Background: an optimization exercise with open tools, aiming at small area and a short achievable clock period. Do not read the settings as production practice.
Only simulation tests tie the RTL to the original design; equivalence was not proved.
Power figures rest on the tool's default switching activity, not on a simulated workload.

--- design/flow/design.v ---
module softplus8_pla (input wire clk, input wire rst, input wire signed [15:0] x, output wire [15:0] y);
  wire tz0 = ~|x[6:0];
  wire big0 = x[15] ? ~&x[14:11] : |x[14:11];
  wire [5:0] li0 = {x[15], x[10:7], tz0};
  wire [4:0] cl0;
  assign cl0[0] = (li0 == 6'd12) | (li0 == 6'd14) | (li0 == 6'd15) | (li0 == 6'd16) | (li0 == 6'd17) | (li0 == 6'd19) | (li0 == 6'd46) | (li0 == 6'd48) | (li0 == 6'd49) | (li0 == 6'd50) | (li0 == 6'd51) | (li0 == 6'd53);
  assign cl0[1] = (li0 == 6'd6) | (li0 == 6'd8) | (li0 == 6'd9) | (li0 == 6'd10) | (li0 == 6'd11) | (li0 == 6'd13) | (li0 == 6'd52) | (li0 == 6'd54) | (li0 == 6'd55) | (li0 == 6'd56) | (li0 == 6'd57) | (li0 == 6'd59);
  assign cl0[2] = (li0 == 6'd0) | (li0 == 6'd1) | (li0 == 6'd2) | (li0 == 6'd3) | (li0 == 6'd4) | (li0 == 6'd5) | (li0 == 6'd7) | (li0 == 6'd58) | (li0 == 6'd60) | (li0 == 6'd61) | (li0 == 6'd62) | (li0 == 6'd63);
  assign cl0[3] = (li0 == 6'd18) | (li0 == 6'd20) | (li0 == 6'd21) | (li0 == 6'd22) | (li0 == 6'd23) | (li0 == 6'd24) | (li0 == 6'd25) | (li0 == 6'd26) | (li0 == 6'd27) | (li0 == 6'd28) | (li0 == 6'd29) | (li0 == 6'd30) | (li0 == 6'd31);
  assign cl0[4] = (li0 == 6'd32) | (li0 == 6'd33) | (li0 == 6'd34) | (li0 == 6'd35) | (li0 == 6'd36) | (li0 == 6'd37) | (li0 == 6'd38) | (li0 == 6'd39) | (li0 == 6'd41);
  wire pos0 = ~x[15] & ~(tz0 & ~|x[14:7]);        
  wire zero0 = big0 ? x[15] : cl0[4];
  wire seg70 = big0 ? ~x[15] : cl0[3];
  wire [2:0] jh0 = big0 ? 3'd0 : cl0[2:0];          
  reg [15:7] xh1; reg [6:0] v1; reg [2:0] jh1; reg pos1, zero1, seg71;
  wire [6:0] t1 = v1 ^ {7{pos1}};
  wire [12:0] w = {6'd0, v1};
  wire [12:0] rA = jh1[2] ? w << 5 : jh1[1] ? w << 3 : jh1[0] ? w << 1 : 13'd0;
  wire [12:0] rB = jh1[2] ? w << 3 : jh1[1] ? w << 2 : jh1[0] ? w : 13'd0;
  wire [12:0] rC = jh1[2] ? w << 1 : jh1[1] ? w : 13'd0;
  wire [12:0] kc = pos1 ? (jh1[2] ? 13'd42 : jh1[1] ? 13'd13 : jh1[0] ? 13'd3 : 13'd0) : 13'd0;
  wire [12:0] s1 = rA ^ rB ^ rC;
  wire [12:0] c1 = ((rA & rB) | (rA & rC) | (rB & rC)) << 1;
  wire [12:0] s2 = s1 ^ c1 ^ kc;
  wire [12:0] c2 = ((s1 & c1) | (s1 & kc) | (c1 & kc)) << 1;
  wire [7:0] lo = {1'b0, s2[6:0]} + {1'b0, c2[6:0]};
  wire c7 = lo[7];
  wire [5:0] li1 = {xh1[15], xh1[10:7], ~|t1};
  wire [7:0] K1;
  assign K1[0] = (li1 == 6'd0) | (li1 == 6'd1) | (li1 == 6'd2) | (li1 == 6'd3) | (li1 == 6'd4) | (li1 == 6'd5) | (li1 == 6'd6) | (li1 == 6'd7) | (li1 == 6'd10) | (li1 == 6'd11) | (li1 == 6'd12) | (li1 == 6'd16) | (li1 == 6'd17) | (li1 == 6'd40) | (li1 == 6'd42) | (li1 == 6'd43) | (li1 == 6'd46) | (li1 == 6'd50) | (li1 == 6'd51) | (li1 == 6'd52) | (li1 == 6'd56) | (li1 == 6'd57) | (li1 == 6'd58) | (li1 == 6'd60) | (li1 == 6'd61) | (li1 == 6'd62) | (li1 == 6'd63);
  assign K1[1] = (li1 == 6'd0) | (li1 == 6'd4) | (li1 == 6'd5) | (li1 == 6'd6) | (li1 == 6'd8) | (li1 == 6'd9) | (li1 == 6'd12) | (li1 == 6'd19) | (li1 == 6'd40) | (li1 == 6'd42) | (li1 == 6'd43) | (li1 == 6'd50) | (li1 == 6'd51) | (li1 == 6'd53) | (li1 == 6'd54) | (li1 == 6'd55) | (li1 == 6'd56) | (li1 == 6'd57) | (li1 == 6'd58) | (li1 == 6'd62) | (li1 == 6'd63);
  assign K1[2] = (li1 == 6'd0) | (li1 == 6'd2) | (li1 == 6'd3) | (li1 == 6'd6) | (li1 == 6'd10) | (li1 == 6'd11) | (li1 == 6'd16) | (li1 == 6'd17) | (li1 == 6'd44) | (li1 == 6'd45) | (li1 == 6'd46) | (li1 == 6'd47) | (li1 == 6'd52) | (li1 == 6'd53) | (li1 == 6'd56) | (li1 == 6'd57) | (li1 == 6'd59) | (li1 == 6'd60) | (li1 == 6'd61) | (li1 == 6'd62) | (li1 == 6'd63);
  assign K1[3] = (li1 == 6'd2) | (li1 == 6'd3) | (li1 == 6'd7) | (li1 == 6'd8) | (li1 == 6'd9) | (li1 == 6'd10) | (li1 == 6'd11) | (li1 == 6'd12) | (li1 == 6'd14) | (li1 == 6'd15) | (li1 == 6'd48) | (li1 == 6'd49) | (li1 == 6'd50) | (li1 == 6'd51) | (li1 == 6'd52) | (li1 == 6'd53) | (li1 == 6'd54) | (li1 == 6'd55) | (li1 == 6'd60) | (li1 == 6'd61);
  assign K1[4] = (li1 == 6'd1) | (li1 == 6'd2) | (li1 == 6'd3) | (li1 == 6'd4) | (li1 == 6'd5) | (li1 == 6'd8) | (li1 == 6'd9) | (li1 == 6'd54) | (li1 == 6'd55) | (li1 == 6'd58) | (li1 == 6'd59) | (li1 == 6'd60) | (li1 == 6'd61);
  assign K1[5] = (li1 == 6'd1) | (li1 == 6'd4) | (li1 == 6'd5) | (li1 == 6'd6) | (li1 == 6'd56) | (li1 == 6'd57) | (li1 == 6'd58) | (li1 == 6'd59);
  assign K1[6] = (li1 == 6'd2) | (li1 == 6'd3) | (li1 == 6'd60) | (li1 == 6'd61);
  assign K1[7] = (li1 == 6'd0) | (li1 == 6'd1) | (li1 == 6'd62) | (li1 == 6'd63);
  wire [7:0] q7 = 8'd9 - ({1'b0, xh1[14:8]} + {7'd0, xh1[7] | (|t1)});  
  wire [7:0] Kq = zero1 ? 8'd0 : seg71 ? q7 : K1;
  wire [7:0] Pl1 = (pos1 | seg71) ? {xh1[7], t1} : 8'd0;
  wire [9:0] PK = {2'b0, Pl1} + {{2{Kq[7] & seg71}}, Kq};
  reg [6:0] ph2; reg [9:0] PK2; reg [5:0] S2, C2; reg c72;
  wire [9:0] sl = PK2 + {4'd0, S2} + {4'd0, C2} + {9'd0, c72};
  reg [7:0] fl3; reg [6:0] ph3; reg [1:0] d3;
  wire [6:0] fh = ph3 + {{5{d3[1]}}, d3};
  reg [14:0] f4;
  always @(posedge clk) begin
    xh1 <= x[15:7]; v1 <= x[6:0] ^ {7{pos0}}; jh1 <= jh0; pos1 <= pos0; zero1 <= zero0; seg71 <= seg70;
    ph2 <= (pos1 | seg71) ? xh1[14:8] : 7'd0; PK2 <= PK; S2 <= s2[12:7]; C2 <= c2[12:7]; c72 <= c7;
    fl3 <= sl[7:0]; ph3 <= ph2; d3 <= sl[9:8];
  end
  always @(posedge clk or posedge rst) if (rst) f4 <= 15'd0; else f4 <= {fh, fl3};
  assign y = {1'b0, f4};
endmodule
--- design/flow/run.sh ---
#!/bin/bash
# synth_recipe.tcl (not shown) runs the flow's synth.tcl, then flattens the netlist and writes it again
# the make line also repeats each setting of config.mk as NAME=value (left out here)
make -C /OpenROAD-flow-scripts/flow DESIGN_CONFIG=/design/flow/config.mk WORK_HOME=/design/flow/orfs CLKGATE_MAP_FILE= SYNTH_SCRIPT=/design/flow/synth_recipe.tcl finish
--- design/flow/config.mk ---
export PLATFORM = sky130hd
export DESIGN_NAME = softplus8_pla
export DESIGN_NICKNAME = softplus8_pla
export VERILOG_FILES = /design/flow/design.v
export SDC_FILE = /design/flow/constraint.sdc
export NUM_CORES = 4
export LEC_CHECK = 0
export CAP_MARGIN = 20
export CORE_MARGIN = 2
export CORE_UTILIZATION = 65
export SLEW_MARGIN = 20
--- design/flow/constraint.sdc ---
create_clock -name core_clock -period 5.5 [get_ports {clk}]
set_input_delay 1.1000 -clock core_clock [delete_from_list [all_inputs] [get_ports {clk}]]
set_output_delay 1.1000 -clock core_clock [all_outputs]
set_load 0.01 [all_outputs]
==> run notes <==
==> logic make-up (layout without fill, tap and decap cells) <==
logic type               Yosys count  count (layout)  share of synthesized area
AND/OR/NAND/NOR                  141             141                      0.143
adder cells (fa/ha/maj)           63              63                      0.194
XOR/XNOR                          32              32                     0.0583
buffers and inverters             73              97                     0.0632
AO/OA/AOI/OAI                    113             113                      0.159
other                              1               1                   0.000780
multiplexers                      10              10                     0.0252
flip-flops                        82              82                      0.357
==> synthesized netlist by cell type (3+ instances only) <==
| cell type | n | share of area |
|---|---|---|
| dfxtp_1 | 67 | 0.28 |
| inv_1 | 46 | 0.036 |
| ha_1 | 44 | 0.11 |
| nand2_1 | 43 | 0.034 |
| nor2_1 | 37 | 0.029 |
| a21oi_1 | 29 | 0.030 |
| fa_1 | 19 | 0.079 |
| xor2_1 | 17 | 0.031 |
| clkbuf_1 | 15 | 0.012 |
| dfrtp_1 | 15 | 0.078 |
| xnor2_1 | 15 | 0.027 |
| o21ai_0 | 13 | 0.014 |
| nand2b_1 | 10 | 0.013 |
| nor2b_1 | 10 | 0.013 |
| o21ai_1 | 10 | 0.010 |
| a211oi_1 | 9 | 0.014 |
| a31oi_1 | 8 | 0.010 |
| nand3_1 | 8 | 0.0083 |
| mux2_2 | 7 | 0.016 |
| nor4_1 | 7 | 0.0091 |
| a221oi_1 | 6 | 0.011 |
| and2_1 | 6 | 0.0078 |
| a21o_1 | 5 | 0.0078 |
| o21bai_1 | 5 | 0.0078 |
| nor3_1 | 4 | 0.0042 |
| a21boi_0 | 3 | 0.0047 |
| and3_1 | 3 | 0.0039 |
| buf_2 | 3 | 0.0031 |
| buf_6 | 3 | 0.0070 |
| inv_2 | 3 | 0.0023 |
| nand4_1 | 3 | 0.0039 |
| o21a_1 | 3 | 0.0047 |
==> flip-flops by register name (all words and copies together) (netlist names) <==
| signal | cells |
|---|---|
| S2 | 5 |
| C2 | 5 |
| PK2 | 10 |
| xh1 | 9 |
| seg71 | 1 |
| ph2 | 7 |
| f4 | 15 |
| pos1 | 1 |
| d3 | 2 |
| v1 | 7 |
| ph3 | 7 |
| fl3 | 8 |
| zero1 | 1 |
| jh1 | 3 |
| c72 | 1 |
==> cells in the final DEF, fill, tap and decap left out, types with 2 or more instances in the layout <==
cell,count
xnor2_1,15
nand4_1,3
clkbuf_8,9
nor2_1,37
dfrtp_1,15
mux2_2,7
xor2_1,17
dfxtp_1,67
nor3b_1,2
ha_1,44
o21a_1,3
a21oi_1,29
a21boi_0,3
fa_1,19
a32oi_1,2
a21o_1,5
o31a_1,2
clkdlybuf4s50_1,32
and3_1,3
nor3_1,4
inv_1,46
inv_6,3
mux2i_1,2
a31oi_1,8
and2_1,6
nor2b_1,10
nand3_1,8
o21bai_1,5
o21ai_1,10
inv_2,3
nand2_1,43
nand2b_1,10
o21ai_0,13
nor4_1,7
a211oi_1,9
a221oi_1,6
==> metrics by stage <==
stage	hold slack [ps]	util	instances	setup slack, ps	instance area, um2
floorplan	310	-	515	2050	4810
global placement	310	0.712	622	1790	5130
detailed placement	312	0.712	622	1650	5130
CTS	332	0.740	638	1620	5340
global route	342	0.740	638	1370	5340
finish	327	0.740	638	1580	5340
==> layer usage <==
| metal | up-vias | routed length, um | track usage |
|---|---|---|---|
| met5 | - | 0 | 0 |
| met4 | 0 | 113 | 0.0628 |
| met3 | 11 | 334 | 0.0461 |
| met2 | 83 | 4520 | 0.413 |
| met1 | 1700 | 3930 | 0.294 |
| li1 | 1798 | - | - |
==> power breakdown <==
group | switching [mW] | internal [mW] | leakage [nW]
clock | 0.230 | 0.217 | 0.103
sequential | 0.0569 | 0.685 | 0.739
combinational | 0.148 | 0.164 | 1.59
==> layout make-up <==
class / count / area [um2]
inverters: 49 / 184
repair buffers: 32 / 320
well taps: 99 / 124
clock buffers: 9 / 124
clock inverters: 7 / 80.1
multi-input cells: 360 / 2790
flip-flops and latches: 82 / 1720
fillers: 560 / 1880
==> path summary, 6_finish.rpt <==
path / from / to / slack (ps) / cells past startpoint
setup / recovery: pos1 / PK2[8] / 1580 / 18
hold / removal: ph2[0] / ph3[0] / 330 / 0
setup reg to reg: pos1 / PK2[8] / 1580 / 18
hold reg to reg: ph2[0] / ph3[0] / 330 / 0
max in group asynchronous: rst / f4[10] / 4060 / 2
min in group asynchronous: rst / f4[1] / 1070 / 2
==> flow_summary.ini <==
[outcome]
status = no timing/DRC/antenna violations

[critical_path]
crit_chain = nor4_1, mux2i_4, a21oi_4, nand2b_1, ha_1, inv_1, ha_1, inv_1, ha_1, a21oi_1, o31a_1, ha_1, a21o_1, a21oi_1, o21bai_1, a21boi_0, o21bai_1, xnor2_1
path_buf_inv = 2
endpoint_kind = register
path_max_fanout = 18
startpoint_type = register
crit_path_max_incr_delay_ps = 500
crit_type = reg2reg
crit_required_ps = 5740
critPathSlowestCell = nor4_1
critPathTopFamily = compound AO/OA/AOI/OAI gates
cp_data_arrival_time_ps = 4160
cpMostUsedCell = ha_1

[power_and_ir_drop]
power.total_mw = 1.50
ir_drop_mv = 0.172
cellPowerDensity_mw_per_mm2 = 281
leakagePower_nw = 2.43

[floorplan]
dieArea_mm2 = 0.00810
die_h_um = 90.0
rows = 31
core_area_mm2 = 0.00721
ios = 34
die_w_um = 90.0
start_util = 0.667

[sta]
fin_crit_sh = 0.713
slew_violations = 0
relSlewSlack = 0.484
rsz0062_at_grt = false
setup_viol = 0
finalClockSkew_ps = 11.6
setup_tns_ps = 0
worst_pin_slew_ps = 773
timing.fmax_ghz = 0.255
min_period_ps = 3920
hold_violations = 0

[global_routing]
grt_pass1_wl_mm = 15.6
grt_max_degree = 24
gr-total-overflow = 0
track_usage = 0.234
grt_pass1_vias = 3493
antenna_found_initial = 0

[clock_tree]
numClockSinks = 82
cts_buffer_depth = 2
htree_num_levels = 3
insertion_delay_ps = 360
post-cts-setup-buffers = 0
clockRootBuffer = clkbuf_8
cts_tree = yes
cts_made_buffers = 9
cts.clk_slew.worst_paths_ps = 90
hold_buffers = 0
cts_resized = 0

[route]
drt_pass1_iterations = 4
wl_per_cell_um = 14.0
vias = 3592
drt_iter0_markers = 127
drc = 0
vias_per_cell = 5.63
drtAntennaViolNets = 0
drt_wl_total_mm = 8.90

[flow_run]
cap_violations = 0

[hold_path]
min_path_type = reg2reg

[logic_synthesis]
yosysUniqueCellTypes = 66
syn-cell-area_mm2 = 0.00481
mappedNetlistNets = 596
ys_ff_latch = 82
synth-edff-count = 0
synthArstFlopShare = 0.183
ys_warn_count = 1
syn_inst = 515
ys.flop_type = dfxtp_1
syn_avg_cell_area_um2 = 9.34
yosysSeqAreaShare = 0.357

[place]
dp_hpwl_mm = 6.72
io_buffer_count = 32
gp_congestion = 0.872

[final_layout]
drive_gt1_frac = 0.0649
fin_nets = 615
areaGrowthSynthToFinish_pct = 11.0
insertedDiodeCount = 0

==> afterwards: timing with drivers on the ports <==
In the flow no input, the clock included, has a driving cell. The finished layout below was timed again as built, in two steps. Step 1, drivers: a clkbuf_16 drives clk and a buf_2 each remaining input, both assumed. Step 2 also shifts input and output timing later by t, the mid clock arrival at the registers, as if the neighbouring blocks saw the same clock. Three values: ideal ports, drivers, drivers and shift; two values: the first two.
t (ns): 0.379
setup slack, ns: 1.577 / 1.577 / 1.577
hold slack, ns: 0.327 / 0.327 / 0.327
slew at the worst register clock pin (ns): 0.09 / 0.09
worst data-port slew with drivers (ns): 0.04
After both steps setup and hold are still met in this run. For this run, drivers alone change the setup slack by 0.000 ns; drivers and shift together by 0.000 ns.
